From an optimization exercise on the open Yosys and OpenROAD flow, aimed at small area; shortcuts taken in it are not production practice.
Function was not checked in any run shown here: the RTL went through the layout flow alone.
Power figures rest on the tool's default switching activity, not on a simulated workload.

==> flow/config.mk <==
export PLATFORM = sky130hd
export DESIGN_NAME = c6288_top
export DESIGN_NICKNAME = c6288_top
export VERILOG_FILES = /design/flow/design.v
export SDC_FILE = /design/flow/constraint.sdc
export NUM_CORES = 4
export LEC_CHECK = 0
export CAP_MARGIN = 20
export CORE_MARGIN = 2
export CORE_UTILIZATION = 40
export SLEW_MARGIN = 20
==> flow/constraint.sdc <==
create_clock -name core_clock -period 10.0 [get_ports {clk}]
set_input_delay 2.0000 -clock core_clock [delete_from_list [all_inputs] [get_ports {clk}]]
set_output_delay 2.0000 -clock core_clock [all_outputs]
set_load 0.01 [all_outputs]
==> flow/design.v <==
module c6288_top (clk,
    in256, in239, in222, in205, in188, in171, in154, in137, in120, in103, in86, in69, in52, in35, in18, in1, in528, in511, in494, in477, in460, in443, in426, in409, in392, in375, in358, in341, in324, in307, in290, in273,
    out6287, out6288, out6280, out6270, out6260, out6250, out6240, out6230, out6220, out6210, out6200, out6190, out6180, out6170, out6160, out6150, out6123, out5971, out5672, out5308, out4946, out4591, out4241, out3895, out3552, out3211, out2877, out2548, out2223, out1901, out1581, out545);
  input clk;
  input in256, in239, in222, in205, in188, in171, in154, in137, in120, in103, in86, in69, in52, in35, in18, in1, in528, in511, in494, in477, in460, in443, in426, in409, in392, in375, in358, in341, in324, in307, in290, in273;
  output reg out6287, out6288, out6280, out6270, out6260, out6250, out6240, out6230, out6220, out6210, out6200, out6190, out6180, out6170, out6160, out6150, out6123, out5971, out5672, out5308, out4946, out4591, out4241, out3895, out3552, out3211, out2877, out2548, out2223, out1901, out1581, out545;
  wire c_out6287;
  wire c_out6288;
  wire c_out6280;
  wire c_out6270;
  wire c_out6260;
  wire c_out6250;
  wire c_out6240;
  wire c_out6230;
  wire c_out6220;
  wire c_out6210;
  wire c_out6200;
  wire c_out6190;
  wire c_out6180;
  wire c_out6170;
  wire c_out6160;
  wire c_out6150;
  wire c_out6123;
  wire c_out5971;
  wire c_out5672;
  wire c_out5308;
  wire c_out4946;
  wire c_out4591;
  wire c_out4241;
  wire c_out3895;
  wire c_out3552;
  wire c_out3211;
  wire c_out2877;
  wire c_out2548;
  wire c_out2223;
  wire c_out1901;
  wire c_out1581;
  wire c_out545;
  Circuit6288h core (
    .in256(in256),
    .in239(in239),
    .in222(in222),
    .in205(in205),
    .in188(in188),
    .in171(in171),
    .in154(in154),
    .in137(in137),
    .in120(in120),
    .in103(in103),
    .in86(in86),
    .in69(in69),
    .in52(in52),
    .in35(in35),
    .in18(in18),
    .in1(in1),
    .in528(in528),
    .in511(in511),
    .in494(in494),
    .in477(in477),
    .in460(in460),
    .in443(in443),
    .in426(in426),
    .in409(in409),
    .in392(in392),
    .in375(in375),
    .in358(in358),
    .in341(in341),
    .in324(in324),
    .in307(in307),
    .in290(in290),
    .in273(in273),
    .out6287(c_out6287),
    .out6288(c_out6288),
    .out6280(c_out6280),
    .out6270(c_out6270),
    .out6260(c_out6260),
    .out6250(c_out6250),
    .out6240(c_out6240),
    .out6230(c_out6230),
    .out6220(c_out6220),
    .out6210(c_out6210),
    .out6200(c_out6200),
    .out6190(c_out6190),
    .out6180(c_out6180),
    .out6170(c_out6170),
    .out6160(c_out6160),
    .out6150(c_out6150),
    .out6123(c_out6123),
    .out5971(c_out5971),
    .out5672(c_out5672),
    .out5308(c_out5308),
    .out4946(c_out4946),
    .out4591(c_out4591),
    .out4241(c_out4241),
    .out3895(c_out3895),
    .out3552(c_out3552),
    .out3211(c_out3211),
    .out2877(c_out2877),
    .out2548(c_out2548),
    .out2223(c_out2223),
    .out1901(c_out1901),
    .out1581(c_out1581),
    .out545(c_out545)
  );
  always @(posedge clk) begin
    out6287 <= c_out6287;
    out6288 <= c_out6288;
    out6280 <= c_out6280;
    out6270 <= c_out6270;
    out6260 <= c_out6260;
    out6250 <= c_out6250;
    out6240 <= c_out6240;
    out6230 <= c_out6230;
    out6220 <= c_out6220;
    out6210 <= c_out6210;
    out6200 <= c_out6200;
    out6190 <= c_out6190;
    out6180 <= c_out6180;
    out6170 <= c_out6170;
    out6160 <= c_out6160;
    out6150 <= c_out6150;
    out6123 <= c_out6123;
    out5971 <= c_out5971;
    out5672 <= c_out5672;
    out5308 <= c_out5308;
    out4946 <= c_out4946;
    out4591 <= c_out4591;
    out4241 <= c_out4241;
    out3895 <= c_out3895;
    out3552 <= c_out3552;
    out3211 <= c_out3211;
    out2877 <= c_out2877;
    out2548 <= c_out2548;
    out2223 <= c_out2223;
    out1901 <= c_out1901;
    out1581 <= c_out1581;
    out545 <= c_out545;
  end
endmodule

module Circuit6288h (in256, in239, in222, in205, in188, in171, in154, in137, 
                 in120, in103, in86, in69, in52, in35, in18, in1,
                 in528, in511, in494, in477, in460, in443, in426, in409,
                 in392, in375, in358, in341, in324, in307, in290, in273,
                 out6287, out6288, out6280, out6270,
                 out6260, out6250, out6240, out6230, 
                 out6220, out6210, out6200, out6190, 
                 out6180, out6170, out6160, out6150, 
                 out6123, out5971, out5672, out5308, 
                 out4946, out4591, out4241, out3895,
                 out3552, out3211, out2877, out2548,
                 out2223, out1901, out1581, out545);
  input          in256, in239, in222, in205, in188, in171, in154, in137, 
                 in120, in103, in86, in69, in52, in35, in18, in1,
                 in528, in511, in494, in477, in460, in443, in426, in409,
                 in392, in375, in358, in341, in324, in307, in290, in273;
  output         out6287, out6288, out6280, out6270,
                 out6260, out6250, out6240, out6230, 
                 out6220, out6210, out6200, out6190, 
                 out6180, out6170, out6160, out6150, 
                 out6123, out5971, out5672, out5308, 
                 out4946, out4591, out4241, out3895,
                 out3552, out3211, out2877, out2548,
                 out2223, out1901, out1581, out545;
  wire [15:0]   A, B;
  wire [31:0]   P;
  assign
      A[15:0] = {in256, in239, in222, in205, in188, in171, in154, in137, 
                 in120, in103, in86, in69, in52, in35, in18, in1},
      B[15:0] = {in528, in511, in494, in477, in460, in443, in426, in409,
                 in392, in375, in358, in341, in324, in307, in290, in273},
      {out6287, out6288, out6280, out6270,
       out6260, out6250, out6240, out6230, 
       out6220, out6210, out6200, out6190, 
       out6180, out6170, out6160, out6150, 
       out6123, out5971, out5672, out5308, 
       out4946, out4591, out4241, out3895,
       out3552, out3211, out2877, out2548,
       out2223, out1901, out1581, out545} = P[31:0];
  TopLevel6288b Ckt6288b (A, B, P);
endmodule  
module TopLevel6288b (A, B, P);
  input  [15:0] A, B;
  output [31:0] P;
  wire np_0_0 = ~(A[0] & B[0]);
  wire np_0_1 = ~(A[1] & B[0]);
  wire np_0_2 = ~(A[2] & B[0]);
  wire np_0_3 = ~(A[3] & B[0]);
  wire np_0_4 = ~(A[4] & B[0]);
  wire np_0_5 = ~(A[5] & B[0]);
  wire np_0_6 = ~(A[6] & B[0]);
  wire np_0_7 = ~(A[7] & B[0]);
  wire np_0_8 = ~(A[8] & B[0]);
  wire np_0_9 = ~(A[9] & B[0]);
  wire np_0_10 = ~(A[10] & B[0]);
  wire np_0_11 = ~(A[11] & B[0]);
  wire np_0_12 = ~(A[12] & B[0]);
  wire np_0_13 = ~(A[13] & B[0]);
  wire np_0_14 = ~(A[14] & B[0]);
  wire np_0_15 = ~(A[15] & B[0]);
  wire np_1_0 = ~(A[0] & B[1]);
  wire np_1_1 = ~(A[1] & B[1]);
  wire np_1_2 = ~(A[2] & B[1]);
  wire np_1_3 = ~(A[3] & B[1]);
  wire np_1_4 = ~(A[4] & B[1]);
  wire np_1_5 = ~(A[5] & B[1]);
  wire np_1_6 = ~(A[6] & B[1]);
  wire np_1_7 = ~(A[7] & B[1]);
  wire np_1_8 = ~(A[8] & B[1]);
  wire np_1_9 = ~(A[9] & B[1]);
  wire np_1_10 = ~(A[10] & B[1]);
  wire np_1_11 = ~(A[11] & B[1]);
  wire np_1_12 = ~(A[12] & B[1]);
  wire np_1_13 = ~(A[13] & B[1]);
  wire np_1_14 = ~(A[14] & B[1]);
  wire np_1_15 = ~(A[15] & B[1]);
  wire np_2_0 = ~(A[0] & B[2]);
  wire np_2_1 = ~(A[1] & B[2]);
  wire np_2_2 = ~(A[2] & B[2]);
  wire np_2_3 = ~(A[3] & B[2]);
  wire np_2_4 = ~(A[4] & B[2]);
  wire np_2_5 = ~(A[5] & B[2]);
  wire np_2_6 = ~(A[6] & B[2]);
  wire np_2_7 = ~(A[7] & B[2]);
  wire np_2_8 = ~(A[8] & B[2]);
  wire np_2_9 = ~(A[9] & B[2]);
  wire np_2_10 = ~(A[10] & B[2]);
  wire np_2_11 = ~(A[11] & B[2]);
  wire np_2_12 = ~(A[12] & B[2]);
  wire np_2_13 = ~(A[13] & B[2]);
  wire np_2_14 = ~(A[14] & B[2]);
  wire np_2_15 = ~(A[15] & B[2]);
  wire np_3_0 = ~(A[0] & B[3]);
  wire np_3_1 = ~(A[1] & B[3]);
  wire np_3_2 = ~(A[2] & B[3]);
  wire np_3_3 = ~(A[3] & B[3]);
  wire np_3_4 = ~(A[4] & B[3]);
  wire np_3_5 = ~(A[5] & B[3]);
  wire np_3_6 = ~(A[6] & B[3]);
  wire np_3_7 = ~(A[7] & B[3]);
  wire np_3_8 = ~(A[8] & B[3]);
  wire np_3_9 = ~(A[9] & B[3]);
  wire np_3_10 = ~(A[10] & B[3]);
  wire np_3_11 = ~(A[11] & B[3]);
  wire np_3_12 = ~(A[12] & B[3]);
  wire np_3_13 = ~(A[13] & B[3]);
  wire np_3_14 = ~(A[14] & B[3]);
  wire np_3_15 = ~(A[15] & B[3]);
  wire np_4_0 = ~(A[0] & B[4]);
  wire np_4_1 = ~(A[1] & B[4]);
  wire np_4_2 = ~(A[2] & B[4]);
  wire np_4_3 = ~(A[3] & B[4]);
  wire np_4_4 = ~(A[4] & B[4]);
  wire np_4_5 = ~(A[5] & B[4]);
  wire np_4_6 = ~(A[6] & B[4]);
  wire np_4_7 = ~(A[7] & B[4]);
  wire np_4_8 = ~(A[8] & B[4]);
  wire np_4_9 = ~(A[9] & B[4]);
  wire np_4_10 = ~(A[10] & B[4]);
  wire np_4_11 = ~(A[11] & B[4]);
  wire np_4_12 = ~(A[12] & B[4]);
  wire np_4_13 = ~(A[13] & B[4]);
  wire np_4_14 = ~(A[14] & B[4]);
  wire np_4_15 = ~(A[15] & B[4]);
  wire np_5_0 = ~(A[0] & B[5]);
  wire np_5_1 = ~(A[1] & B[5]);
  wire np_5_2 = ~(A[2] & B[5]);
  wire np_5_3 = ~(A[3] & B[5]);
  wire np_5_4 = ~(A[4] & B[5]);
  wire np_5_5 = ~(A[5] & B[5]);
  wire np_5_6 = ~(A[6] & B[5]);
  wire np_5_7 = ~(A[7] & B[5]);
  wire np_5_8 = ~(A[8] & B[5]);
  wire np_5_9 = ~(A[9] & B[5]);
  wire np_5_10 = ~(A[10] & B[5]);
  wire np_5_11 = ~(A[11] & B[5]);
  wire np_5_12 = ~(A[12] & B[5]);
  wire np_5_13 = ~(A[13] & B[5]);
  wire np_5_14 = ~(A[14] & B[5]);
  wire np_5_15 = ~(A[15] & B[5]);
  wire np_6_0 = ~(A[0] & B[6]);
  wire np_6_1 = ~(A[1] & B[6]);
  wire np_6_2 = ~(A[2] & B[6]);
  wire np_6_3 = ~(A[3] & B[6]);
  wire np_6_4 = ~(A[4] & B[6]);
  wire np_6_5 = ~(A[5] & B[6]);
  wire np_6_6 = ~(A[6] & B[6]);
  wire np_6_7 = ~(A[7] & B[6]);
  wire np_6_8 = ~(A[8] & B[6]);
  wire np_6_9 = ~(A[9] & B[6]);
  wire np_6_10 = ~(A[10] & B[6]);
  wire np_6_11 = ~(A[11] & B[6]);
  wire np_6_12 = ~(A[12] & B[6]);
  wire np_6_13 = ~(A[13] & B[6]);
  wire np_6_14 = ~(A[14] & B[6]);
  wire np_6_15 = ~(A[15] & B[6]);
  wire np_7_0 = ~(A[0] & B[7]);
  wire np_7_1 = ~(A[1] & B[7]);
  wire np_7_2 = ~(A[2] & B[7]);
  wire np_7_3 = ~(A[3] & B[7]);
  wire np_7_4 = ~(A[4] & B[7]);
  wire np_7_5 = ~(A[5] & B[7]);
  wire np_7_6 = ~(A[6] & B[7]);
  wire np_7_7 = ~(A[7] & B[7]);
  wire np_7_8 = ~(A[8] & B[7]);
  wire np_7_9 = ~(A[9] & B[7]);
  wire np_7_10 = ~(A[10] & B[7]);
  wire np_7_11 = ~(A[11] & B[7]);
  wire np_7_12 = ~(A[12] & B[7]);
  wire np_7_13 = ~(A[13] & B[7]);
  wire np_7_14 = ~(A[14] & B[7]);
  wire np_7_15 = ~(A[15] & B[7]);
  wire np_8_0 = ~(A[0] & B[8]);
  wire np_8_1 = ~(A[1] & B[8]);
  wire np_8_2 = ~(A[2] & B[8]);
  wire np_8_3 = ~(A[3] & B[8]);
  wire np_8_4 = ~(A[4] & B[8]);
  wire np_8_5 = ~(A[5] & B[8]);
  wire np_8_6 = ~(A[6] & B[8]);
  wire np_8_7 = ~(A[7] & B[8]);
  wire np_8_8 = ~(A[8] & B[8]);
  wire np_8_9 = ~(A[9] & B[8]);
  wire np_8_10 = ~(A[10] & B[8]);
  wire np_8_11 = ~(A[11] & B[8]);
  wire np_8_12 = ~(A[12] & B[8]);
  wire np_8_13 = ~(A[13] & B[8]);
  wire np_8_14 = ~(A[14] & B[8]);
  wire np_8_15 = ~(A[15] & B[8]);
  wire np_9_0 = ~(A[0] & B[9]);
  wire np_9_1 = ~(A[1] & B[9]);
  wire np_9_2 = ~(A[2] & B[9]);
  wire np_9_3 = ~(A[3] & B[9]);
  wire np_9_4 = ~(A[4] & B[9]);
  wire np_9_5 = ~(A[5] & B[9]);
  wire np_9_6 = ~(A[6] & B[9]);
  wire np_9_7 = ~(A[7] & B[9]);
  wire np_9_8 = ~(A[8] & B[9]);
  wire np_9_9 = ~(A[9] & B[9]);
  wire np_9_10 = ~(A[10] & B[9]);
  wire np_9_11 = ~(A[11] & B[9]);
  wire np_9_12 = ~(A[12] & B[9]);
  wire np_9_13 = ~(A[13] & B[9]);
  wire np_9_14 = ~(A[14] & B[9]);
  wire np_9_15 = ~(A[15] & B[9]);
  wire np_10_0 = ~(A[0] & B[10]);
  wire np_10_1 = ~(A[1] & B[10]);
  wire np_10_2 = ~(A[2] & B[10]);
  wire np_10_3 = ~(A[3] & B[10]);
  wire np_10_4 = ~(A[4] & B[10]);
  wire np_10_5 = ~(A[5] & B[10]);
  wire np_10_6 = ~(A[6] & B[10]);
  wire np_10_7 = ~(A[7] & B[10]);
  wire np_10_8 = ~(A[8] & B[10]);
  wire np_10_9 = ~(A[9] & B[10]);
  wire np_10_10 = ~(A[10] & B[10]);
  wire np_10_11 = ~(A[11] & B[10]);
  wire np_10_12 = ~(A[12] & B[10]);
  wire np_10_13 = ~(A[13] & B[10]);
  wire np_10_14 = ~(A[14] & B[10]);
  wire np_10_15 = ~(A[15] & B[10]);
  wire np_11_0 = ~(A[0] & B[11]);
  wire np_11_1 = ~(A[1] & B[11]);
  wire np_11_2 = ~(A[2] & B[11]);
  wire np_11_3 = ~(A[3] & B[11]);
  wire np_11_4 = ~(A[4] & B[11]);
  wire np_11_5 = ~(A[5] & B[11]);
  wire np_11_6 = ~(A[6] & B[11]);
  wire np_11_7 = ~(A[7] & B[11]);
  wire np_11_8 = ~(A[8] & B[11]);
  wire np_11_9 = ~(A[9] & B[11]);
  wire np_11_10 = ~(A[10] & B[11]);
  wire np_11_11 = ~(A[11] & B[11]);
  wire np_11_12 = ~(A[12] & B[11]);
  wire np_11_13 = ~(A[13] & B[11]);
  wire np_11_14 = ~(A[14] & B[11]);
  wire np_11_15 = ~(A[15] & B[11]);
  wire np_12_0 = ~(A[0] & B[12]);
  wire np_12_1 = ~(A[1] & B[12]);
  wire np_12_2 = ~(A[2] & B[12]);
  wire np_12_3 = ~(A[3] & B[12]);
  wire np_12_4 = ~(A[4] & B[12]);
  wire np_12_5 = ~(A[5] & B[12]);
  wire np_12_6 = ~(A[6] & B[12]);
  wire np_12_7 = ~(A[7] & B[12]);
  wire np_12_8 = ~(A[8] & B[12]);
  wire np_12_9 = ~(A[9] & B[12]);
  wire np_12_10 = ~(A[10] & B[12]);
  wire np_12_11 = ~(A[11] & B[12]);
  wire np_12_12 = ~(A[12] & B[12]);
  wire np_12_13 = ~(A[13] & B[12]);
  wire np_12_14 = ~(A[14] & B[12]);
  wire np_12_15 = ~(A[15] & B[12]);
  wire np_13_0 = ~(A[0] & B[13]);
  wire np_13_1 = ~(A[1] & B[13]);
  wire np_13_2 = ~(A[2] & B[13]);
  wire np_13_3 = ~(A[3] & B[13]);
  wire np_13_4 = ~(A[4] & B[13]);
  wire np_13_5 = ~(A[5] & B[13]);
  wire np_13_6 = ~(A[6] & B[13]);
  wire np_13_7 = ~(A[7] & B[13]);
  wire np_13_8 = ~(A[8] & B[13]);
  wire np_13_9 = ~(A[9] & B[13]);
  wire np_13_10 = ~(A[10] & B[13]);
  wire np_13_11 = ~(A[11] & B[13]);
  wire np_13_12 = ~(A[12] & B[13]);
  wire np_13_13 = ~(A[13] & B[13]);
  wire np_13_14 = ~(A[14] & B[13]);
  wire np_13_15 = ~(A[15] & B[13]);
  wire np_14_0 = ~(A[0] & B[14]);
  wire np_14_1 = ~(A[1] & B[14]);
  wire np_14_2 = ~(A[2] & B[14]);
  wire np_14_3 = ~(A[3] & B[14]);
  wire np_14_4 = ~(A[4] & B[14]);
  wire np_14_5 = ~(A[5] & B[14]);
  wire np_14_6 = ~(A[6] & B[14]);
  wire np_14_7 = ~(A[7] & B[14]);
  wire np_14_8 = ~(A[8] & B[14]);
  wire np_14_9 = ~(A[9] & B[14]);
  wire np_14_10 = ~(A[10] & B[14]);
  wire np_14_11 = ~(A[11] & B[14]);
  wire np_14_12 = ~(A[12] & B[14]);
  wire np_14_13 = ~(A[13] & B[14]);
  wire np_14_14 = ~(A[14] & B[14]);
  wire np_14_15 = ~(A[15] & B[14]);
  wire np_15_0 = ~(A[0] & B[15]);
  wire np_15_1 = ~(A[1] & B[15]);
  wire np_15_2 = ~(A[2] & B[15]);
  wire np_15_3 = ~(A[3] & B[15]);
  wire np_15_4 = ~(A[4] & B[15]);
  wire np_15_5 = ~(A[5] & B[15]);
  wire np_15_6 = ~(A[6] & B[15]);
  wire np_15_7 = ~(A[7] & B[15]);
  wire np_15_8 = ~(A[8] & B[15]);
  wire np_15_9 = ~(A[9] & B[15]);
  wire np_15_10 = ~(A[10] & B[15]);
  wire np_15_11 = ~(A[11] & B[15]);
  wire np_15_12 = ~(A[12] & B[15]);
  wire np_15_13 = ~(A[13] & B[15]);
  wire np_15_14 = ~(A[14] & B[15]);
  wire np_15_15 = ~(A[15] & B[15]);
  wire hs1 = ~(np_0_13 ^ np_10_3);
  wire hc2 = np_0_13 | np_10_3;
  wire ts3, tc4;
  fa f3 (.a(np_0_14), .b(np_10_4), .c(np_11_3), .s(ts3), .co(tc4));
  wire hs5 = ~(np_12_2 ^ np_13_1);
  wire hc6 = np_12_2 | np_13_1;
  wire ts7, tc8;
  fa f7 (.a(np_0_15), .b(np_10_5), .c(np_11_4), .s(ts7), .co(tc8));
  wire ts9, tc10;
  fa f9 (.a(np_12_3), .b(np_13_2), .c(np_14_1), .s(ts9), .co(tc10));
  wire hs11 = ~(np_15_0 ^ np_1_14);
  wire hc12 = np_15_0 | np_1_14;
  wire ts13, tc14;
  fa f13 (.a(np_10_6), .b(np_11_5), .c(np_12_4), .s(ts13), .co(tc14));
  wire ts15, tc16;
  fa f15 (.a(np_13_3), .b(np_14_2), .c(np_15_1), .s(ts15), .co(tc16));
  wire hs17 = ~(np_1_15 ^ np_2_14);
  wire hc18 = np_1_15 | np_2_14;
  wire ts19, tc20;
  fa f19 (.a(np_10_7), .b(np_11_6), .c(np_12_5), .s(ts19), .co(tc20));
  wire ts21, tc22;
  fa f21 (.a(np_13_4), .b(np_14_3), .c(np_15_2), .s(ts21), .co(tc22));
  wire ts23, tc24;
  fa f23 (.a(np_10_8), .b(np_11_7), .c(np_12_6), .s(ts23), .co(tc24));
  wire hs25 = ~(np_0_9 ^ np_1_8);
  wire hc26 = np_0_9 | np_1_8;
  wire ts27, tc28;
  fa f27 (.a(np_0_10), .b(np_10_0), .c(np_1_9), .s(ts27), .co(tc28));
  wire hs29 = ~(np_2_8 ^ np_3_7);
  wire hc30 = np_2_8 | np_3_7;
  wire ts31, tc32;
  fa f31 (.a(np_0_11), .b(np_10_1), .c(np_11_0), .s(ts31), .co(tc32));
  wire ts33, tc34;
  fa f33 (.a(np_1_10), .b(np_2_9), .c(np_3_8), .s(ts33), .co(tc34));
  wire hs35 = ~(np_4_7 ^ np_5_6);
  wire hc36 = np_4_7 | np_5_6;
  wire ts37, tc38;
  fa f37 (.a(np_0_12), .b(np_10_2), .c(np_11_1), .s(ts37), .co(tc38));
  wire ts39, tc40;
  fa f39 (.a(np_12_0), .b(np_1_11), .c(np_2_10), .s(ts39), .co(tc40));
  wire ts41, tc42;
  fa f41 (.a(np_3_9), .b(np_4_8), .c(np_5_7), .s(ts41), .co(tc42));
  wire hs43 = ~(np_6_6 ^ np_7_5);
  wire hc44 = np_6_6 | np_7_5;
  wire ts45, tc46;
  fa f45 (.a(np_11_2), .b(np_12_1), .c(np_13_0), .s(ts45), .co(tc46));
  wire ts47, tc48;
  fa f47 (.a(np_1_12), .b(np_2_11), .c(np_3_10), .s(ts47), .co(tc48));
  wire ts49, tc50;
  fa f49 (.a(np_4_9), .b(np_5_8), .c(np_6_7), .s(ts49), .co(tc50));
  wire ts51, tc52;
  fa f51 (.a(np_7_6), .b(np_8_5), .c(np_9_4), .s(ts51), .co(tc52));
  wire ts53, tc54;
  fa f53 (.a(np_14_0), .b(np_1_13), .c(np_2_12), .s(ts53), .co(tc54));
  wire ts55, tc56;
  fa f55 (.a(np_3_11), .b(np_4_10), .c(np_5_9), .s(ts55), .co(tc56));
  wire ts57, tc58;
  fa f57 (.a(np_6_8), .b(np_7_7), .c(np_8_6), .s(ts57), .co(tc58));
  wire ts59, tc60;
  fa f59 (.a(np_9_5), .b(hs5), .c(hc2), .s(ts59), .co(tc60));
  wire ts61, tc62;
  fa f61 (.a(np_2_13), .b(np_3_12), .c(np_4_11), .s(ts61), .co(tc62));
  wire ts63, tc64;
  fa f63 (.a(np_5_10), .b(np_6_9), .c(np_7_8), .s(ts63), .co(tc64));
  wire ts65, tc66;
  fa f65 (.a(np_8_7), .b(np_9_6), .c(hs11), .s(ts65), .co(tc66));
  wire ts67, tc68;
  fa f67 (.a(hc6), .b(tc4), .c(ts7), .s(ts67), .co(tc68));
  wire ts69, tc70;
  fa f69 (.a(np_3_13), .b(np_4_12), .c(np_5_11), .s(ts69), .co(tc70));
  wire ts71, tc72;
  fa f71 (.a(np_6_10), .b(np_7_9), .c(np_8_8), .s(ts71), .co(tc72));
  wire ts73, tc74;
  fa f73 (.a(np_9_7), .b(hs17), .c(hc12), .s(ts73), .co(tc74));
  wire ts75, tc76;
  fa f75 (.a(tc10), .b(tc8), .c(ts13), .s(ts75), .co(tc76));
  wire ts77, tc78;
  fa f77 (.a(np_2_15), .b(np_3_14), .c(np_4_13), .s(ts77), .co(tc78));
  wire ts79, tc80;
  fa f79 (.a(np_5_12), .b(np_6_11), .c(np_7_10), .s(ts79), .co(tc80));
  wire ts81, tc82;
  fa f81 (.a(np_8_9), .b(np_9_8), .c(hc18), .s(ts81), .co(tc82));
  wire ts83, tc84;
  fa f83 (.a(tc14), .b(tc16), .c(ts19), .s(ts83), .co(tc84));
  wire ts85, tc86;
  fa f85 (.a(np_13_5), .b(np_14_4), .c(np_15_3), .s(ts85), .co(tc86));
  wire ts87, tc88;
  fa f87 (.a(np_3_15), .b(np_4_14), .c(np_5_13), .s(ts87), .co(tc88));
  wire ts89, tc90;
  fa f89 (.a(np_6_12), .b(np_7_11), .c(np_8_10), .s(ts89), .co(tc90));
  wire ts91, tc92;
  fa f91 (.a(np_9_9), .b(tc20), .c(tc22), .s(ts91), .co(tc92));
  wire ts93, tc94;
  fa f93 (.a(np_10_9), .b(np_11_8), .c(np_12_7), .s(ts93), .co(tc94));
  wire ts95, tc96;
  fa f95 (.a(np_13_6), .b(np_14_5), .c(np_15_4), .s(ts95), .co(tc96));
  wire ts97, tc98;
  fa f97 (.a(np_4_15), .b(np_5_14), .c(np_6_13), .s(ts97), .co(tc98));
  wire ts99, tc100;
  fa f99 (.a(np_7_12), .b(np_8_11), .c(np_9_10), .s(ts99), .co(tc100));
  wire ts101, tc102;
  fa f101 (.a(np_10_10), .b(np_11_9), .c(np_12_8), .s(ts101), .co(tc102));
  wire ts103, tc104;
  fa f103 (.a(np_13_7), .b(np_14_6), .c(np_15_5), .s(ts103), .co(tc104));
  wire ts105, tc106;
  fa f105 (.a(np_5_15), .b(np_6_14), .c(np_7_13), .s(ts105), .co(tc106));
  wire ts107, tc108;
  fa f107 (.a(np_10_11), .b(np_11_10), .c(np_12_9), .s(ts107), .co(tc108));
  wire ts109, tc110;
  fa f109 (.a(np_13_8), .b(np_14_7), .c(np_15_6), .s(ts109), .co(tc110));
  wire ts111, tc112;
  fa f111 (.a(np_10_12), .b(np_11_11), .c(np_12_10), .s(ts111), .co(tc112));
  wire hs113 = ~(np_0_6 ^ np_1_5);
  wire hc114 = np_0_6 | np_1_5;
  wire ts115, tc116;
  fa f115 (.a(np_0_7), .b(np_1_6), .c(np_2_5), .s(ts115), .co(tc116));
  wire hs117 = ~(np_3_4 ^ np_4_3);
  wire hc118 = np_3_4 | np_4_3;
  wire ts119, tc120;
  fa f119 (.a(np_0_8), .b(np_1_7), .c(np_2_6), .s(ts119), .co(tc120));
  wire ts121, tc122;
  fa f121 (.a(np_3_5), .b(np_4_4), .c(np_5_3), .s(ts121), .co(tc122));
  wire hs123 = ~(np_6_2 ^ np_7_1);
  wire hc124 = np_6_2 | np_7_1;
  wire ts125, tc126;
  fa f125 (.a(np_2_7), .b(np_3_6), .c(np_4_5), .s(ts125), .co(tc126));
  wire ts127, tc128;
  fa f127 (.a(np_5_4), .b(np_6_3), .c(np_7_2), .s(ts127), .co(tc128));
  wire ts129, tc130;
  fa f129 (.a(np_8_1), .b(np_9_0), .c(hs25), .s(ts129), .co(tc130));
  wire ts131, tc132;
  fa f131 (.a(np_4_6), .b(np_5_5), .c(np_6_4), .s(ts131), .co(tc132));
  wire ts133, tc134;
  fa f133 (.a(np_7_3), .b(np_8_2), .c(np_9_1), .s(ts133), .co(tc134));
  wire ts135, tc136;
  fa f135 (.a(hs29), .b(hc26), .c(ts27), .s(ts135), .co(tc136));
  wire ts137, tc138;
  fa f137 (.a(np_6_5), .b(np_7_4), .c(np_8_3), .s(ts137), .co(tc138));
  wire ts139, tc140;
  fa f139 (.a(np_9_2), .b(hs35), .c(hc30), .s(ts139), .co(tc140));
  wire ts141, tc142;
  fa f141 (.a(tc28), .b(ts31), .c(ts33), .s(ts141), .co(tc142));
  wire ts143, tc144;
  fa f143 (.a(np_8_4), .b(np_9_3), .c(hs43), .s(ts143), .co(tc144));
  wire ts145, tc146;
  fa f145 (.a(hc36), .b(tc32), .c(tc34), .s(ts145), .co(tc146));
  wire ts147, tc148;
  fa f147 (.a(ts37), .b(ts39), .c(ts41), .s(ts147), .co(tc148));
  wire ts149, tc150;
  fa f149 (.a(hs1), .b(hc44), .c(tc38), .s(ts149), .co(tc150));
  wire ts151, tc152;
  fa f151 (.a(tc40), .b(tc42), .c(ts45), .s(ts151), .co(tc152));
  wire ts153, tc154;
  fa f153 (.a(ts47), .b(ts49), .c(ts51), .s(ts153), .co(tc154));
  wire ts155, tc156;
  fa f155 (.a(tc46), .b(tc48), .c(tc50), .s(ts155), .co(tc156));
  wire ts157, tc158;
  fa f157 (.a(tc52), .b(ts3), .c(ts53), .s(ts157), .co(tc158));
  wire ts159, tc160;
  fa f159 (.a(ts55), .b(ts57), .c(ts59), .s(ts159), .co(tc160));
  wire ts161, tc162;
  fa f161 (.a(tc54), .b(tc56), .c(tc58), .s(ts161), .co(tc162));
  wire ts163, tc164;
  fa f163 (.a(ts61), .b(ts63), .c(ts9), .s(ts163), .co(tc164));
  wire ts165, tc166;
  fa f165 (.a(tc60), .b(ts65), .c(ts67), .s(ts165), .co(tc166));
  wire ts167, tc168;
  fa f167 (.a(tc62), .b(tc64), .c(ts15), .s(ts167), .co(tc168));
  wire ts169, tc170;
  fa f169 (.a(ts69), .b(ts71), .c(tc66), .s(ts169), .co(tc170));
  wire ts171, tc172;
  fa f171 (.a(ts73), .b(tc68), .c(ts75), .s(ts171), .co(tc172));
  wire ts173, tc174;
  fa f173 (.a(tc70), .b(tc72), .c(ts21), .s(ts173), .co(tc174));
  wire ts175, tc176;
  fa f175 (.a(ts77), .b(ts79), .c(tc74), .s(ts175), .co(tc176));
  wire ts177, tc178;
  fa f177 (.a(ts81), .b(tc76), .c(ts83), .s(ts177), .co(tc178));
  wire ts179, tc180;
  fa f179 (.a(tc78), .b(tc80), .c(ts23), .s(ts179), .co(tc180));
  wire ts181, tc182;
  fa f181 (.a(ts85), .b(ts87), .c(ts89), .s(ts181), .co(tc182));
  wire ts183, tc184;
  fa f183 (.a(tc82), .b(tc84), .c(ts91), .s(ts183), .co(tc184));
  wire ts185, tc186;
  fa f185 (.a(tc24), .b(tc86), .c(tc88), .s(ts185), .co(tc186));
  wire ts187, tc188;
  fa f187 (.a(tc90), .b(ts93), .c(ts95), .s(ts187), .co(tc188));
  wire ts189, tc190;
  fa f189 (.a(ts97), .b(ts99), .c(tc92), .s(ts189), .co(tc190));
  wire ts191, tc192;
  fa f191 (.a(np_8_12), .b(np_9_11), .c(tc100), .s(ts191), .co(tc192));
  wire ts193, tc194;
  fa f193 (.a(tc94), .b(tc96), .c(tc98), .s(ts193), .co(tc194));
  wire ts195, tc196;
  fa f195 (.a(ts101), .b(ts103), .c(ts105), .s(ts195), .co(tc196));
  wire ts197, tc198;
  fa f197 (.a(np_6_15), .b(np_7_14), .c(np_8_13), .s(ts197), .co(tc198));
  wire ts199, tc200;
  fa f199 (.a(np_9_12), .b(tc102), .c(tc104), .s(ts199), .co(tc200));
  wire ts201, tc202;
  fa f201 (.a(tc106), .b(ts107), .c(ts109), .s(ts201), .co(tc202));
  wire ts203, tc204;
  fa f203 (.a(np_13_9), .b(np_14_8), .c(np_15_7), .s(ts203), .co(tc204));
  wire ts205, tc206;
  fa f205 (.a(np_7_15), .b(np_8_14), .c(np_9_13), .s(ts205), .co(tc206));
  wire ts207, tc208;
  fa f207 (.a(tc108), .b(tc110), .c(ts111), .s(ts207), .co(tc208));
  wire ts209, tc210;
  fa f209 (.a(np_10_13), .b(np_11_12), .c(np_12_11), .s(ts209), .co(tc210));
  wire ts211, tc212;
  fa f211 (.a(np_13_10), .b(np_14_9), .c(np_15_8), .s(ts211), .co(tc212));
  wire ts213, tc214;
  fa f213 (.a(np_8_15), .b(np_9_14), .c(tc112), .s(ts213), .co(tc214));
  wire ts215, tc216;
  fa f215 (.a(np_10_14), .b(np_11_13), .c(np_12_12), .s(ts215), .co(tc216));
  wire ts217, tc218;
  fa f217 (.a(np_13_11), .b(np_14_10), .c(np_15_9), .s(ts217), .co(tc218));
  wire ts219, tc220;
  fa f219 (.a(np_10_15), .b(np_11_14), .c(np_12_13), .s(ts219), .co(tc220));
  wire hs221 = ~(np_0_4 ^ np_1_3);
  wire hc222 = np_0_4 | np_1_3;
  wire ts223, tc224;
  fa f223 (.a(np_0_5), .b(np_1_4), .c(np_2_3), .s(ts223), .co(tc224));
  wire hs225 = ~(np_3_2 ^ np_4_1);
  wire hc226 = np_3_2 | np_4_1;
  wire ts227, tc228;
  fa f227 (.a(np_2_4), .b(np_3_3), .c(np_4_2), .s(ts227), .co(tc228));
  wire ts229, tc230;
  fa f229 (.a(np_5_1), .b(np_6_0), .c(hs113), .s(ts229), .co(tc230));
  wire ts231, tc232;
  fa f231 (.a(np_5_2), .b(np_6_1), .c(np_7_0), .s(ts231), .co(tc232));
  wire ts233, tc234;
  fa f233 (.a(hs117), .b(hc114), .c(ts115), .s(ts233), .co(tc234));
  wire ts235, tc236;
  fa f235 (.a(np_8_0), .b(hs123), .c(hc118), .s(ts235), .co(tc236));
  wire ts237, tc238;
  fa f237 (.a(tc116), .b(ts119), .c(ts121), .s(ts237), .co(tc238));
  wire ts239, tc240;
  fa f239 (.a(hc124), .b(tc120), .c(tc122), .s(ts239), .co(tc240));
  wire ts241, tc242;
  fa f241 (.a(ts125), .b(ts127), .c(ts129), .s(ts241), .co(tc242));
  wire ts243, tc244;
  fa f243 (.a(tc126), .b(tc128), .c(ts131), .s(ts243), .co(tc244));
  wire ts245, tc246;
  fa f245 (.a(ts133), .b(tc130), .c(ts135), .s(ts245), .co(tc246));
  wire ts247, tc248;
  fa f247 (.a(tc132), .b(tc134), .c(ts137), .s(ts247), .co(tc248));
  wire ts249, tc250;
  fa f249 (.a(ts139), .b(tc136), .c(ts141), .s(ts249), .co(tc250));
  wire ts251, tc252;
  fa f251 (.a(tc138), .b(tc140), .c(ts143), .s(ts251), .co(tc252));
  wire ts253, tc254;
  fa f253 (.a(ts145), .b(tc142), .c(ts147), .s(ts253), .co(tc254));
  wire ts255, tc256;
  fa f255 (.a(tc144), .b(tc146), .c(ts149), .s(ts255), .co(tc256));
  wire ts257, tc258;
  fa f257 (.a(tc148), .b(ts151), .c(ts153), .s(ts257), .co(tc258));
  wire ts259, tc260;
  fa f259 (.a(tc150), .b(tc152), .c(tc154), .s(ts259), .co(tc260));
  wire ts261, tc262;
  fa f261 (.a(ts155), .b(ts157), .c(ts159), .s(ts261), .co(tc262));
  wire ts263, tc264;
  fa f263 (.a(tc156), .b(tc158), .c(ts161), .s(ts263), .co(tc264));
  wire ts265, tc266;
  fa f265 (.a(tc160), .b(ts163), .c(ts165), .s(ts265), .co(tc266));
  wire ts267, tc268;
  fa f267 (.a(tc162), .b(tc164), .c(ts167), .s(ts267), .co(tc268));
  wire ts269, tc270;
  fa f269 (.a(ts169), .b(tc166), .c(ts171), .s(ts269), .co(tc270));
  wire ts271, tc272;
  fa f271 (.a(tc168), .b(tc170), .c(ts173), .s(ts271), .co(tc272));
  wire ts273, tc274;
  fa f273 (.a(ts175), .b(tc172), .c(ts177), .s(ts273), .co(tc274));
  wire ts275, tc276;
  fa f275 (.a(tc174), .b(tc176), .c(ts179), .s(ts275), .co(tc276));
  wire ts277, tc278;
  fa f277 (.a(ts181), .b(tc178), .c(ts183), .s(ts277), .co(tc278));
  wire ts279, tc280;
  fa f279 (.a(tc180), .b(tc182), .c(ts185), .s(ts279), .co(tc280));
  wire ts281, tc282;
  fa f281 (.a(ts187), .b(ts189), .c(tc184), .s(ts281), .co(tc282));
  wire ts283, tc284;
  fa f283 (.a(tc186), .b(ts191), .c(tc188), .s(ts283), .co(tc284));
  wire ts285, tc286;
  fa f285 (.a(ts193), .b(ts195), .c(tc190), .s(ts285), .co(tc286));
  wire ts287, tc288;
  fa f287 (.a(ts197), .b(tc192), .c(tc194), .s(ts287), .co(tc288));
  wire ts289, tc290;
  fa f289 (.a(ts199), .b(tc196), .c(ts201), .s(ts289), .co(tc290));
  wire ts291, tc292;
  fa f291 (.a(tc198), .b(ts203), .c(ts205), .s(ts291), .co(tc292));
  wire ts293, tc294;
  fa f293 (.a(tc200), .b(tc202), .c(ts207), .s(ts293), .co(tc294));
  wire ts295, tc296;
  fa f295 (.a(tc204), .b(tc206), .c(ts209), .s(ts295), .co(tc296));
  wire ts297, tc298;
  fa f297 (.a(ts211), .b(ts213), .c(tc208), .s(ts297), .co(tc298));
  wire ts299, tc300;
  fa f299 (.a(np_9_15), .b(tc210), .c(tc212), .s(ts299), .co(tc300));
  wire ts301, tc302;
  fa f301 (.a(ts215), .b(ts217), .c(tc214), .s(ts301), .co(tc302));
  wire ts303, tc304;
  fa f303 (.a(np_13_12), .b(np_14_11), .c(np_15_10), .s(ts303), .co(tc304));
  wire ts305, tc306;
  fa f305 (.a(tc216), .b(tc218), .c(ts219), .s(ts305), .co(tc306));
  wire ts307, tc308;
  fa f307 (.a(np_11_15), .b(np_12_14), .c(np_13_13), .s(ts307), .co(tc308));
  wire ts309, tc310;
  fa f309 (.a(np_14_12), .b(np_15_11), .c(tc220), .s(ts309), .co(tc310));
  wire ts311, tc312;
  fa f311 (.a(np_12_15), .b(np_13_14), .c(np_14_13), .s(ts311), .co(tc312));
  wire hs313 = ~(np_0_3 ^ np_1_2);
  wire hc314 = np_0_3 | np_1_2;
  wire ts315, tc316;
  fa f315 (.a(np_2_2), .b(np_3_1), .c(np_4_0), .s(ts315), .co(tc316));
  wire ts317, tc318;
  fa f317 (.a(np_5_0), .b(hs225), .c(hc222), .s(ts317), .co(tc318));
  wire ts319, tc320;
  fa f319 (.a(hc226), .b(tc224), .c(ts227), .s(ts319), .co(tc320));
  wire ts321, tc322;
  fa f321 (.a(tc228), .b(ts231), .c(tc230), .s(ts321), .co(tc322));
  wire ts323, tc324;
  fa f323 (.a(tc232), .b(ts235), .c(tc234), .s(ts323), .co(tc324));
  wire ts325, tc326;
  fa f325 (.a(tc236), .b(ts239), .c(tc238), .s(ts325), .co(tc326));
  wire ts327, tc328;
  fa f327 (.a(tc240), .b(ts243), .c(tc242), .s(ts327), .co(tc328));
  wire ts329, tc330;
  fa f329 (.a(tc244), .b(ts247), .c(tc246), .s(ts329), .co(tc330));
  wire ts331, tc332;
  fa f331 (.a(tc248), .b(ts251), .c(tc250), .s(ts331), .co(tc332));
  wire ts333, tc334;
  fa f333 (.a(tc252), .b(ts255), .c(tc254), .s(ts333), .co(tc334));
  wire ts335, tc336;
  fa f335 (.a(tc256), .b(ts259), .c(tc258), .s(ts335), .co(tc336));
  wire ts337, tc338;
  fa f337 (.a(tc260), .b(ts263), .c(tc262), .s(ts337), .co(tc338));
  wire ts339, tc340;
  fa f339 (.a(tc264), .b(ts267), .c(tc266), .s(ts339), .co(tc340));
  wire ts341, tc342;
  fa f341 (.a(tc268), .b(ts271), .c(tc270), .s(ts341), .co(tc342));
  wire ts343, tc344;
  fa f343 (.a(tc272), .b(ts275), .c(tc274), .s(ts343), .co(tc344));
  wire ts345, tc346;
  fa f345 (.a(tc276), .b(ts279), .c(tc278), .s(ts345), .co(tc346));
  wire ts347, tc348;
  fa f347 (.a(tc280), .b(ts283), .c(ts285), .s(ts347), .co(tc348));
  wire ts349, tc350;
  fa f349 (.a(tc284), .b(ts287), .c(tc286), .s(ts349), .co(tc350));
  wire ts351, tc352;
  fa f351 (.a(ts291), .b(tc288), .c(tc290), .s(ts351), .co(tc352));
  wire ts353, tc354;
  fa f353 (.a(tc292), .b(ts295), .c(tc294), .s(ts353), .co(tc354));
  wire ts355, tc356;
  fa f355 (.a(tc296), .b(ts299), .c(ts301), .s(ts355), .co(tc356));
  wire ts357, tc358;
  fa f357 (.a(ts303), .b(tc300), .c(ts305), .s(ts357), .co(tc358));
  wire ts359, tc360;
  fa f359 (.a(tc304), .b(ts307), .c(ts309), .s(ts359), .co(tc360));
  wire ts361, tc362;
  fa f361 (.a(np_15_12), .b(tc308), .c(ts311), .s(ts361), .co(tc362));
  wire ts363, tc364;
  fa f363 (.a(np_13_15), .b(np_14_14), .c(np_15_13), .s(ts363), .co(tc364));
  wire hs365 = ~(np_0_2 ^ np_1_1);
  wire hc366 = np_0_2 | np_1_1;
  wire ts367, tc368;
  fa f367 (.a(np_2_1), .b(np_3_0), .c(hs313), .s(ts367), .co(tc368));
  wire ts369, tc370;
  fa f369 (.a(hs221), .b(hc314), .c(ts315), .s(ts369), .co(tc370));
  wire ts371, tc372;
  fa f371 (.a(tc316), .b(ts223), .c(ts317), .s(ts371), .co(tc372));
  wire ts373, tc374;
  fa f373 (.a(tc318), .b(ts229), .c(ts319), .s(ts373), .co(tc374));
  wire ts375, tc376;
  fa f375 (.a(tc320), .b(ts233), .c(ts321), .s(ts375), .co(tc376));
  wire ts377, tc378;
  fa f377 (.a(tc322), .b(ts237), .c(ts323), .s(ts377), .co(tc378));
  wire ts379, tc380;
  fa f379 (.a(ts241), .b(tc324), .c(ts325), .s(ts379), .co(tc380));
  wire ts381, tc382;
  fa f381 (.a(tc326), .b(ts245), .c(ts327), .s(ts381), .co(tc382));
  wire ts383, tc384;
  fa f383 (.a(tc328), .b(ts249), .c(ts329), .s(ts383), .co(tc384));
  wire ts385, tc386;
  fa f385 (.a(ts253), .b(tc330), .c(ts331), .s(ts385), .co(tc386));
  wire ts387, tc388;
  fa f387 (.a(ts257), .b(tc332), .c(ts333), .s(ts387), .co(tc388));
  wire ts389, tc390;
  fa f389 (.a(ts261), .b(tc334), .c(ts335), .s(ts389), .co(tc390));
  wire ts391, tc392;
  fa f391 (.a(tc336), .b(ts265), .c(ts337), .s(ts391), .co(tc392));
  wire ts393, tc394;
  fa f393 (.a(tc338), .b(ts269), .c(ts339), .s(ts393), .co(tc394));
  wire ts395, tc396;
  fa f395 (.a(ts273), .b(tc340), .c(ts341), .s(ts395), .co(tc396));
  wire ts397, tc398;
  fa f397 (.a(ts277), .b(tc342), .c(ts343), .s(ts397), .co(tc398));
  wire ts399, tc400;
  fa f399 (.a(ts281), .b(tc344), .c(ts345), .s(ts399), .co(tc400));
  wire ts401, tc402;
  fa f401 (.a(tc282), .b(ts347), .c(tc346), .s(ts401), .co(tc402));
  wire ts403, tc404;
  fa f403 (.a(ts289), .b(ts349), .c(tc348), .s(ts403), .co(tc404));
  wire ts405, tc406;
  fa f405 (.a(ts293), .b(tc350), .c(ts351), .s(ts405), .co(tc406));
  wire ts407, tc408;
  fa f407 (.a(ts297), .b(tc352), .c(ts353), .s(ts407), .co(tc408));
  wire ts409, tc410;
  fa f409 (.a(tc298), .b(ts355), .c(tc354), .s(ts409), .co(tc410));
  wire ts411, tc412;
  fa f411 (.a(tc302), .b(ts357), .c(tc356), .s(ts411), .co(tc412));
  wire ts413, tc414;
  fa f413 (.a(tc306), .b(ts359), .c(tc358), .s(ts413), .co(tc414));
  wire ts415, tc416;
  fa f415 (.a(tc310), .b(ts361), .c(tc360), .s(ts415), .co(tc416));
  wire ts417, tc418;
  fa f417 (.a(tc312), .b(ts363), .c(tc362), .s(ts417), .co(tc418));
  wire ts419, tc420;
  fa f419 (.a(np_14_15), .b(np_15_14), .c(tc364), .s(ts419), .co(tc420));
  assign P[0] = ~np_0_0;
  assign P[1] = np_0_1 ^ np_1_0;
  wire rc1 = np_0_1 | np_1_0;
  wire rs2, rc2;
  fa r2 (.a(np_2_0), .b(hs365), .c(rc1), .s(rs2), .co(rc2));
  assign P[2] = ~rs2;
  wire rs3, rc3;
  fa r3 (.a(hc366), .b(rc2), .c(ts367), .s(rs3), .co(rc3));
  assign P[3] = ~rs3;
  wire rs4, rc4;
  fa r4 (.a(tc368), .b(ts369), .c(rc3), .s(rs4), .co(rc4));
  assign P[4] = ~rs4;
  wire rs5, rc5;
  fa r5 (.a(tc370), .b(ts371), .c(rc4), .s(rs5), .co(rc5));
  assign P[5] = ~rs5;
  wire rs6, rc6;
  fa r6 (.a(tc372), .b(ts373), .c(rc5), .s(rs6), .co(rc6));
  assign P[6] = ~rs6;
  wire rs7, rc7;
  fa r7 (.a(tc374), .b(ts375), .c(rc6), .s(rs7), .co(rc7));
  assign P[7] = ~rs7;
  wire rs8, rc8;
  fa r8 (.a(tc376), .b(ts377), .c(rc7), .s(rs8), .co(rc8));
  assign P[8] = ~rs8;
  wire rs9, rc9;
  fa r9 (.a(tc378), .b(ts379), .c(rc8), .s(rs9), .co(rc9));
  assign P[9] = ~rs9;
  wire rs10, rc10;
  fa r10 (.a(tc380), .b(ts381), .c(rc9), .s(rs10), .co(rc10));
  assign P[10] = ~rs10;
  wire rs11, rc11;
  fa r11 (.a(tc382), .b(ts383), .c(rc10), .s(rs11), .co(rc11));
  assign P[11] = ~rs11;
  wire rs12, rc12;
  fa r12 (.a(tc384), .b(ts385), .c(rc11), .s(rs12), .co(rc12));
  assign P[12] = ~rs12;
  wire rs13, rc13;
  fa r13 (.a(tc386), .b(ts387), .c(rc12), .s(rs13), .co(rc13));
  assign P[13] = ~rs13;
  wire rs14, rc14;
  fa r14 (.a(tc388), .b(ts389), .c(rc13), .s(rs14), .co(rc14));
  assign P[14] = ~rs14;
  wire rs15, rc15;
  fa r15 (.a(tc390), .b(ts391), .c(rc14), .s(rs15), .co(rc15));
  assign P[15] = ~rs15;
  wire bs16 = ~(tc392 ^ ts393);
  wire bc16 = tc392 | ts393;
  wire bs17, bc17;
  fa b17 (.a(tc394), .b(ts395), .c(bc16), .s(bs17), .co(bc17));
  assign P[16] = bs16 ^ rc15;
  assign P[17] = ~(bs17 ^ ~(rc15 | bs16));
  wire bu17 = bs16 | bs17;
  wire bco0 = bc17 & (rc15 | bu17);
  wire bs18 = ~(tc396 ^ ts397);
  wire bc18 = tc396 | ts397;
  wire bs19, bc19;
  fa b19 (.a(tc398), .b(ts399), .c(bc18), .s(bs19), .co(bc19));
  wire bs20, bc20;
  fa b20 (.a(tc400), .b(ts401), .c(bc19), .s(bs20), .co(bc20));
  wire bs21, bc21;
  fa b21 (.a(tc402), .b(ts403), .c(bc20), .s(bs21), .co(bc21));
  wire bs22, bc22;
  fa b22 (.a(tc404), .b(ts405), .c(bc21), .s(bs22), .co(bc22));
  assign P[18] = bs18 ^ bco0;
  assign P[19] = ~(bs19 ^ ~(bco0 | bs18));
  wire bu19 = bs18 | bs19;
  assign P[20] = ~(bs20 ^ ~(bco0 | bu19));
  wire bu20 = bu19 | bs20;
  assign P[21] = ~(bs21 ^ ~(bco0 | bu20));
  wire bu21 = bu20 | bs21;
  assign P[22] = ~(bs22 ^ ~(bco0 | bu21));
  wire bu22 = bu21 | bs22;
  wire bco1 = bc22 & (bco0 | bu22);
  wire bs23 = ~(tc406 ^ ts407);
  wire bc23 = tc406 | ts407;
  wire bs24, bc24;
  fa b24 (.a(tc408), .b(ts409), .c(bc23), .s(bs24), .co(bc24));
  wire bs25, bc25;
  fa b25 (.a(ts411), .b(tc410), .c(bc24), .s(bs25), .co(bc25));
  wire bs26, bc26;
  fa b26 (.a(ts413), .b(tc412), .c(bc25), .s(bs26), .co(bc26));
  wire bs27, bc27;
  fa b27 (.a(ts415), .b(tc414), .c(bc26), .s(bs27), .co(bc27));
  wire bs28, bc28;
  fa b28 (.a(ts417), .b(tc416), .c(bc27), .s(bs28), .co(bc28));
  wire bs29, bc29;
  fa b29 (.a(ts419), .b(tc418), .c(bc28), .s(bs29), .co(bc29));
  wire bs30, bc30;
  fa b30 (.a(np_15_15), .b(tc420), .c(bc29), .s(bs30), .co(bc30));
  assign P[23] = bs23 ^ bco1;
  assign P[24] = ~(bs24 ^ ~(bco1 | bs23));
  wire bu24 = bs23 | bs24;
  assign P[25] = ~(bs25 ^ ~(bco1 | bu24));
  wire bu25 = bu24 | bs25;
  assign P[26] = ~(bs26 ^ ~(bco1 | bu25));
  wire bu26 = bu25 | bs26;
  assign P[27] = ~(bs27 ^ ~(bco1 | bu26));
  wire bu27 = bu26 | bs27;
  assign P[28] = ~(bs28 ^ ~(bco1 | bu27));
  wire bu28 = bu27 | bs28;
  assign P[29] = ~(bs29 ^ ~(bco1 | bu28));
  wire bu29 = bu28 | bs29;
  assign P[30] = ~(bs30 ^ ~(bco1 | bu29));
  wire bu30 = bu29 | bs30;
  assign P[31] = ~(bc30 ^ ~(bco1 | bu30));
  wire bu31 = bu30 | bc30;
endmodule  
module fa (a, b, c, s, co);
  input  a, b, c;
  output s, co;
  assign s  = a ^ b ^ c;
  assign co = (a & b) | (c & (a ^ b));
endmodule
==> flow/run.sh <==
#!/bin/bash
# synth_recipe.tcl (not shown) runs the flow's synth.tcl, then flattens the netlist and writes it again
# the make line also repeats each setting of config.mk as NAME=value (left out here)
make -C /OpenROAD-flow-scripts/flow DESIGN_CONFIG=/design/flow/config.mk WORK_HOME=/design/flow/orfs CLKGATE_MAP_FILE= SYNTH_SCRIPT=/design/flow/synth_recipe.tcl finish
==> results of run 1 <==
## cell families (layout without fill, tap and decap cells)
family / Yosys count / in the layout / share of synthesized area
adder cells (fa/ha/maj): 243 / 243 / 0.632
AO/OA/AOI/OAI: 3 / 3 / 0.00673
buffers and inverters: 75 / 137 / 0.0378
AND/OR/NAND/NOR: 273 / 273 / 0.222
other: 0 / 1 / 0
flip-flops: 32 / 32 / 0.0861
XOR/XNOR: 13 / 13 / 0.0153
## area by class of cell
cell class,count,area [um^2]
inverter,43,161
clock buffer,7,153
timing repair buffer,86,806
tap,229,287
fill,1632,9490
multi-input combinational,532,6520
clock inverter,1,30.0
sequential,32,641
antenna,1,2.50
## routing by layer
metal | vias to the layer above | global-route usage
met2 | 96 | 0.369
met1 | 2545 | 0.274
met3 | 30 | 0.0236
li1 | 2013 | -
met4 | 0 | 0.0691
met5 | - | 0
## worst max-delay path, cell delays in order
cell and delay [ps]:
clkdlybuf4s50_1 500, and2_1 210, ha_1 290, fa_1 420, fa_1 410, fa_1 440
fa_1 410, fa_1 400, fa_1 400, fa_1 390, fa_1 390, fa_1 400
fa_1 410, fa_1 420, fa_1 400, fa_1 390, fa_1 420, a31oi_2 290
nor4b_1 120, or2_2 290, ha_1 200, xor2_1 150
## power by group
group          switching (uW)  leakage, uW  internal [uW]
combinational            1080      0.00351            971
sequential               16.1     0.000270            237
clock                    69.7    0.0000901            132
total                    1170      0.00387           1340
## cell usage after synthesis (all sizes together)
cell	count
and2	243
nor2	1
ha	22
nand3	4
nor4b	1
clkbuf	32
and3	1
xnor2	8
inv	43
nand4	1
o41ai	1
fa	221
dfxtp	32
and4	1
xor2	5
or2	1
o211a	1
nand2	20
a31oi	1
## worst paths after layout
kind | start | depth (start not counted) | endpoint | slack [ps]
setup / recovery | in18 | 22 | out6230$_DFF_P_ | 400
hold / removal | in273 | 2 | out545$_DFF_P_ | 2400
## stage by stage
stage                     setup WS (ps)  hold slack (ps)
final                               401             2400
after global routing                130             2450
after CTS                           390             2400
after detailed placement            105             2700
after global placement              135             2700
after floorplan                     874             2130
==> summary.md, run 1 <==
| Metric | Value |
|---|---|
| Yosys warns | 1 |
| Post-CTS setup repair buffer count | 0 |
| Non-filler cells, final | 931 |
| Met1 WL | 7870 um |
| Drt drc | 0 |
| Worst vdd ir | 226 uV |
| Share of layout cells above drive strength 1 | 0.0471 |
| Buffers on Ports | 64 |
| DR vias/cell | 5.03 |
| Max Buffers Root-to-Sink | 2 |
| Initial antenna violation count | 0 |
| DR WL met2 | 10,200 um |
| Outcome | no timing/DRC/antenna violations |
| Syn_nets | 915 |
| Final hold vios | 0 |
| Static Leak | 0.00387 uW |
| Post-CTS sizing | 0 |
| Final-stage net count | 976 |
| Distinct cell type count after synthesis | 19 |
| Commonest non-fill, non-tap cells in the layout | and2_1 (243), fa_1 (221), clkdlybuf4s50_1 (64) |
| Overall Power | 2510 uW |
| Slew @ Worst Pin | 704 ps |
| TritonCTS clock tree | yes |
| Fin util | 0.475 |
| Largest cells by area after synthesis | fa_1 (59%), and2_1 (20%), dfxtp_1 (8.6%), ha_1 (3.7%), inv_1 (2.2%) |
| Area delta synth->final | 15.6% |
| Die area | 19,700 um^2 |
| Clock sink count | 32 |
| Commonest non-fill, non-tap cell in the layout | and2_1 |
| Core area | 18,100 um^2 |
| First-pass GRT wire length | 31,500 um |
| Hold buffers post-CTS | 0 |
| Via count | 4,684 |
| Wire length on met3 | 458 um |
| Max layer used | met4 |
| Post-Syn Instances | 639 |
| Max_cap viols | 0 |
| Largest net degree at the start of global routing | 17 |
| Dpl cell area | 8410 um^2 |
| Gr ovfl total | 0 |
| GR Util All Layers | 0.210 |
| RSZ-0062 raised after global routing | no |
| Clock-pin slew of the registers on the worst-case setup and hold paths | 60 ps |
| Tcrit/Tclk final | 0.960 |
| Kind of critical path | input pin to flop |
| Dominant cell type by area after synthesis | fa_1 |
| Post-layout minimum cycle time | 9600 ps |
| Maximum clock frequency | 104 MHz |
| Vias in the first global route | 5,781 |
| Die W | 140 um |
| Worst Path Max Fanout | 5 |
| Num rows | 49 |
| Final Cell Area | 8600 um^2 |
| Avg Cell Area, Syn | 11.6 um^2 |
| Hold Crit Class | input pin to flop |
| Setup violators final | 0 |
| DPL Wire Length | 14,900 um |
| Num CTS Buffers | 5 |
| IO Pins | 65 |
| DRT iter0 DRCs | 176 |
| Crit path arrival time | 9780 ps |
| Placed cells | 922 |
| Initial DRT Pass Iterations | 4 |
| Worst EP required | 10,180 ps |
| DR WL/cell | 20.4 um |
| GPL Wtd Cong | 0.843 |
| Synth top area share | 0.595 |
| Die H | 140 um |
| Post-route ant nets | 0 |
| Synth Register Bits | 32 |
| Slew HR | 0.529 |
| Post-Route WL | 19,000 um |
| # H-tree levels | 2 |
| Syn Std Cell Area | 7440 um^2 |
| Seq/Total Area, Yosys | 0.0861 |
| Power Density | 292 nW/um^2 |
| Setup Total Neg Slack | 0 ps |
| Initial core utilization | 0.411 |
| Crit. End Element | flop |
| Max-slew violation count | 0 |
| Root buf cell | clkbuf_16 |
| CP Launch Type | input pin |
==> inputs of run 2 (changes only) <==
--- a/flow/design.v
+++ b/flow/design.v
@@ -905,10 +905,8 @@
   assign P[15] = ~rs15;
-  wire bs16 = ~(tc392 ^ ts393);
-  wire bc16 = tc392 | ts393;
-  wire bs17, bc17;
-  fa b17 (.a(tc394), .b(ts395), .c(bc16), .s(bs17), .co(bc17));
-  assign P[16] = bs16 ^ rc15;
-  assign P[17] = ~(bs17 ^ ~(rc15 | bs16));
-  wire bu17 = bs16 | bs17;
-  wire bco0 = bc17 & (rc15 | bu17);
+  wire rs16, rc16;
+  fa r16 (.a(tc392), .b(ts393), .c(rc15), .s(rs16), .co(rc16));
+  assign P[16] = ~rs16;
+  wire rs17, rc17;
+  fa r17 (.a(tc394), .b(ts395), .c(rc16), .s(rs17), .co(rc17));
+  assign P[17] = ~rs17;
   wire bs18 = ~(tc396 ^ ts397);
@@ -917,20 +915,18 @@
   fa b19 (.a(tc398), .b(ts399), .c(bc18), .s(bs19), .co(bc19));
-  wire bs20, bc20;
-  fa b20 (.a(tc400), .b(ts401), .c(bc19), .s(bs20), .co(bc20));
+  assign P[18] = bs18 ^ rc17;
+  assign P[19] = ~(bs19 ^ ~(rc17 | bs18));
+  wire bu19 = bs18 | bs19;
+  wire bco0 = bc19 & (rc17 | bu19);
+  wire bs20 = ~(tc400 ^ ts401);
+  wire bc20 = tc400 | ts401;
   wire bs21, bc21;
   fa b21 (.a(tc402), .b(ts403), .c(bc20), .s(bs21), .co(bc21));
-  wire bs22, bc22;
-  fa b22 (.a(tc404), .b(ts405), .c(bc21), .s(bs22), .co(bc22));
-  assign P[18] = bs18 ^ bco0;
-  assign P[19] = ~(bs19 ^ ~(bco0 | bs18));
-  wire bu19 = bs18 | bs19;
-  assign P[20] = ~(bs20 ^ ~(bco0 | bu19));
-  wire bu20 = bu19 | bs20;
-  assign P[21] = ~(bs21 ^ ~(bco0 | bu20));
-  wire bu21 = bu20 | bs21;
-  assign P[22] = ~(bs22 ^ ~(bco0 | bu21));
-  wire bu22 = bu21 | bs22;
-  wire bco1 = bc22 & (bco0 | bu22);
-  wire bs23 = ~(tc406 ^ ts407);
-  wire bc23 = tc406 | ts407;
+  assign P[20] = bs20 ^ bco0;
+  assign P[21] = ~(bs21 ^ ~(bco0 | bs20));
+  wire bu21 = bs20 | bs21;
+  wire bco1 = bc21 & (bco0 | bu21);
+  wire bs22 = ~(tc404 ^ ts405);
+  wire bc22 = tc404 | ts405;
+  wire bs23, bc23;
+  fa b23 (.a(tc406), .b(ts407), .c(bc22), .s(bs23), .co(bc23));
   wire bs24, bc24;
@@ -949,5 +945,7 @@
   fa b30 (.a(np_15_15), .b(tc420), .c(bc29), .s(bs30), .co(bc30));
-  assign P[23] = bs23 ^ bco1;
-  assign P[24] = ~(bs24 ^ ~(bco1 | bs23));
-  wire bu24 = bs23 | bs24;
+  assign P[22] = bs22 ^ bco1;
+  assign P[23] = ~(bs23 ^ ~(bco1 | bs22));
+  wire bu23 = bs22 | bs23;
+  assign P[24] = ~(bs24 ^ ~(bco1 | bu23));
+  wire bu24 = bu23 | bs24;
   assign P[25] = ~(bs25 ^ ~(bco1 | bu24));
==> run 2 against run 1 <==
  * Combinational power is 11% lower
  * Setup slack worse by 140 ps
  * Total power down 11%
  * Area after synthesis shrank 0.20%
  * Routed wire length down 1.1%
  * Non-clock buffer count up 17
  * Global-route usage is essentially flat
  * Via count grew 1.5%
  * Utilization grew 0.44 points
  * Final area grew 0.92%
  * Cell count rose by 1.2%
  * Largest power group unchanged
==> summary.md, run 2 <==
| Metric | Value |
|---|---|
| Root buf cell | clkbuf_16 |
| Post-Syn Instances | 635 |
| Crit-path cells | clkdlybuf4s50_1 -> and2_1 -> fa_1 -> fa_1 -> fa_1 -> fa_2 -> fa_2 -> fa_1 -> fa_1 -> fa_2 -> fa_1 -> fa_1 -> fa_1 -> fa_2 -> fa_1 -> fa_2 -> fa_1 -> fa_2 -> a31o_4 -> a31o_2 -> ha_1 -> xor2_1 |
| TritonCTS clock tree | yes |
| Slew HR | 0.602 |
| Initial antenna violation count | 0 |
| Num CTS Buffers | 5 |
| # H-tree levels | 2 |
| Distinct cell type count after synthesis | 19 |
| Die H | 140 um |
| Maximum clock frequency | 103 MHz |
| Most common cell in the netlist | and2_1 |
| GR Util All Layers | 0.210 |
| Hold Crit Class | input pin to flop |
| Num rows | 49 |
| CP Launch Type | input pin |
| Gr ovfl total | 0 |
| Commonest non-fill, non-tap cells in the layout | and2_1 (243), fa_1 (215), clkdlybuf4s50_1 (59) |
| Vias in the first global route | 5,696 |
| Fin util | 0.480 |
| Worst Path Max Fanout | 4 |
| Post-layout minimum cycle time | 9740 ps |
| Setup Total Neg Slack | 0 ps |
| Max-slew violation count | 0 |
| Slew @ Worst Pin | 595 ps |
| Crit path arrival time | 9920 ps |
| Top_reg_cell synth | dfxtp_1 |
| Syn_nets | 911 |
| Die W | 140 um |
| Synth Register Bits | 32 |
| Post-Route WL | 18,800 um |
| Worst EP required | 10,180 ps |
| Worst path most repeated cell | fa_1 |
| Yosys warns | 1 |
| Crit-path slowest cell | fa_1 |
| Clock-pin slew of the registers on the worst-case setup and hold paths | 60 ps |
| Drt drc | 0 |
| Commonest non-fill, non-tap cell in the layout | and2_1 |
| Largest cells by area after synthesis | fa_1 (60%), and2_1 (20%), dfxtp_1 (8.6%), ha_1 (3.7%), inv_1 (2.4%) |
| CP Buf/Inv Count | 1 |
| Async set-or-reset flop fraction in the synthesized netlist | 0 |
| Setup violators final | 0 |
| Final-stage net count | 988 |
| IO Pins | 65 |
| Die area | 19,700 um^2 |
| EDFF count, synth | 0 |
| Avg Cell Area, Syn | 11.7 um^2 |
| Antenna cells | 0 |
| Share of layout cells above drive strength 1 | 0.0827 |
| DRT iter0 DRCs | 210 |
| Kind of critical path | input pin to flop |
| Synth top area share | 0.596 |
| Syn Std Cell Area | 7430 um^2 |
| Hold Slack | 2160 ps |
| Power Density | 259 nW/um^2 |
| Family with the most delay on the worst path | adder cells |
| Non-filler cells, final | 942 |
| GPL Wtd Cong | 0.822 |
| Commonest cells in the netlist | and2_1 (243), fa_1 (221), inv_1 (47) |
| Final hold vios | 0 |
| Tcrit/Tclk final | 0.974 |
| DR WL/cell | 19.9 um |
| RSZ-0062 raised after global routing | no |
| Area delta synth->final | 16.8% |
| Post-route ant nets | 0 |
| Largest net degree at the start of global routing | 16 |
| Core area | 18,100 um^2 |
| Max Buffers Root-to-Sink | 2 |
| Hold buffers post-CTS | 0 |
| Buffers on Ports | 64 |
| Initial core utilization | 0.411 |
| WP depth | 22 |
| Clock sink count | 32 |
| First-pass GRT wire length | 31,100 um |
| DR vias/cell | 5.05 |
| Max_cap viols | 0 |
| Via count | 4,756 |
| Dominant cell type by area after synthesis | fa_1 |
| Max incr delay on CP | 530 ps |
| DPL Wire Length | 15,400 um |
| Seq/Total Area, Yosys | 0.0863 |
| Min-Delay Path Depth | 2 |
| Worst vdd ir | 207 uV |
| Crit. End Element | flop |
| Outcome | no timing/DRC/antenna violations |
| Initial DRT Pass Iterations | 4 |
| Static Leak | 0.00394 uW |
| Placed cells | 934 |
-- run 2: stage by stage --
step	area, um^2	power, uW	setup slack [ps]
after CTS	8670	2310	10.0
after global placement	8510	2070	-496
after global routing	8680	2530	19.2
after floorplan	7430	1560	279
after detailed placement	8510	2110	-605
final	8680	2240	260
-- run 2: cell type report --
type	count	area [um^2]
sequential	32	641
multi-input combinational	523	6490
clock inverter	2	10.0
fill	1652	9410
tap	229	287
clock buffer	6	139
inverter	47	176
timing repair buffer	103	931
-- run 2: kinds of logic (layout without fill, tap and decap cells) --
family          after synthesis  in the layout  synth area share
simple gates                265            265             0.220
compound gates                4              4           0.00607
flops                        32             32            0.0863
fa+ha+maj                   243            243             0.633
buf+inv                      80            158            0.0414
xor+xnor                     11             11            0.0130
-- run 2: repair_timing --
action                                  4_1_cts  5_1_grt
resized for setup                             8        4
endpoints found under the setup margin       11       11
cloned                                        0        0
setup buffers                                 0        0
-- run 2: path summary, 6_finish.rpt --
path / slack (ps) / startpoint / to
worst max-delay path: 260 / in324 / out6220$_DFF_P_
worst min-delay path: 2160 / in273 / out545$_DFF_P_
-- run 2: routing by layer --
metal | track usage | routed length, um
met5 | 0 | 0
met4 | 0.0851 | 637
met3 | 0.0332 | 769
met2 | 0.370 | 9940
met1 | 0.259 | 7420
-- run 2: power by group --
part | leakage, uW | internal [uW] | switching [uW] | total [uW]
logic | 0.00359 | 916 | 916 | 1830
clock network | 0.0000766 | 98.2 | 62.8 | 161
registers | 0.000270 | 235 | 16.0 | 251

## re-timing with driven ports
The flow's constraints put no driver on any port. The routed layouts listed below were extracted and timed again, unchanged, in two steps. Step 1 sets driving cells, clkbuf_16 on the clock port and buf_2 on the other inputs (assumed; they add their load-dependent delay and slew). Step 2, shift: input delay + t, output delay - t, t = (earliest + latest rising clock arrival at the registers) / 2. This alone moves slack from input paths to output paths. Slacks: no drivers / after step 1 / after step 2; pairs: no drivers / after step 1.
| run | shift t [ns] | setup slack, ns | worst hold slack (ns) | latest minus earliest clock arrival (ns) | worst data-port slew with drivers (ns) |
|---|---|---|---|---|---|
| run 1 | 0.340 | 0.401 / 0.419 / 0.080 | 2.401 / 2.378 / 2.718 | 0.005 / 0.005 | 0.05 |
| run 2 | 0.339 | 0.260 / 0.284 / -0.055 | 2.157 / 2.133 / 2.472 | 0.003 / 0.004 | 0.04 |
Met with ideal ports but missed after step 2: setup timing in run 2. The setup slack of run 1, which loses most, moves by +0.018 ns with the drivers and by -0.321 ns with both steps.
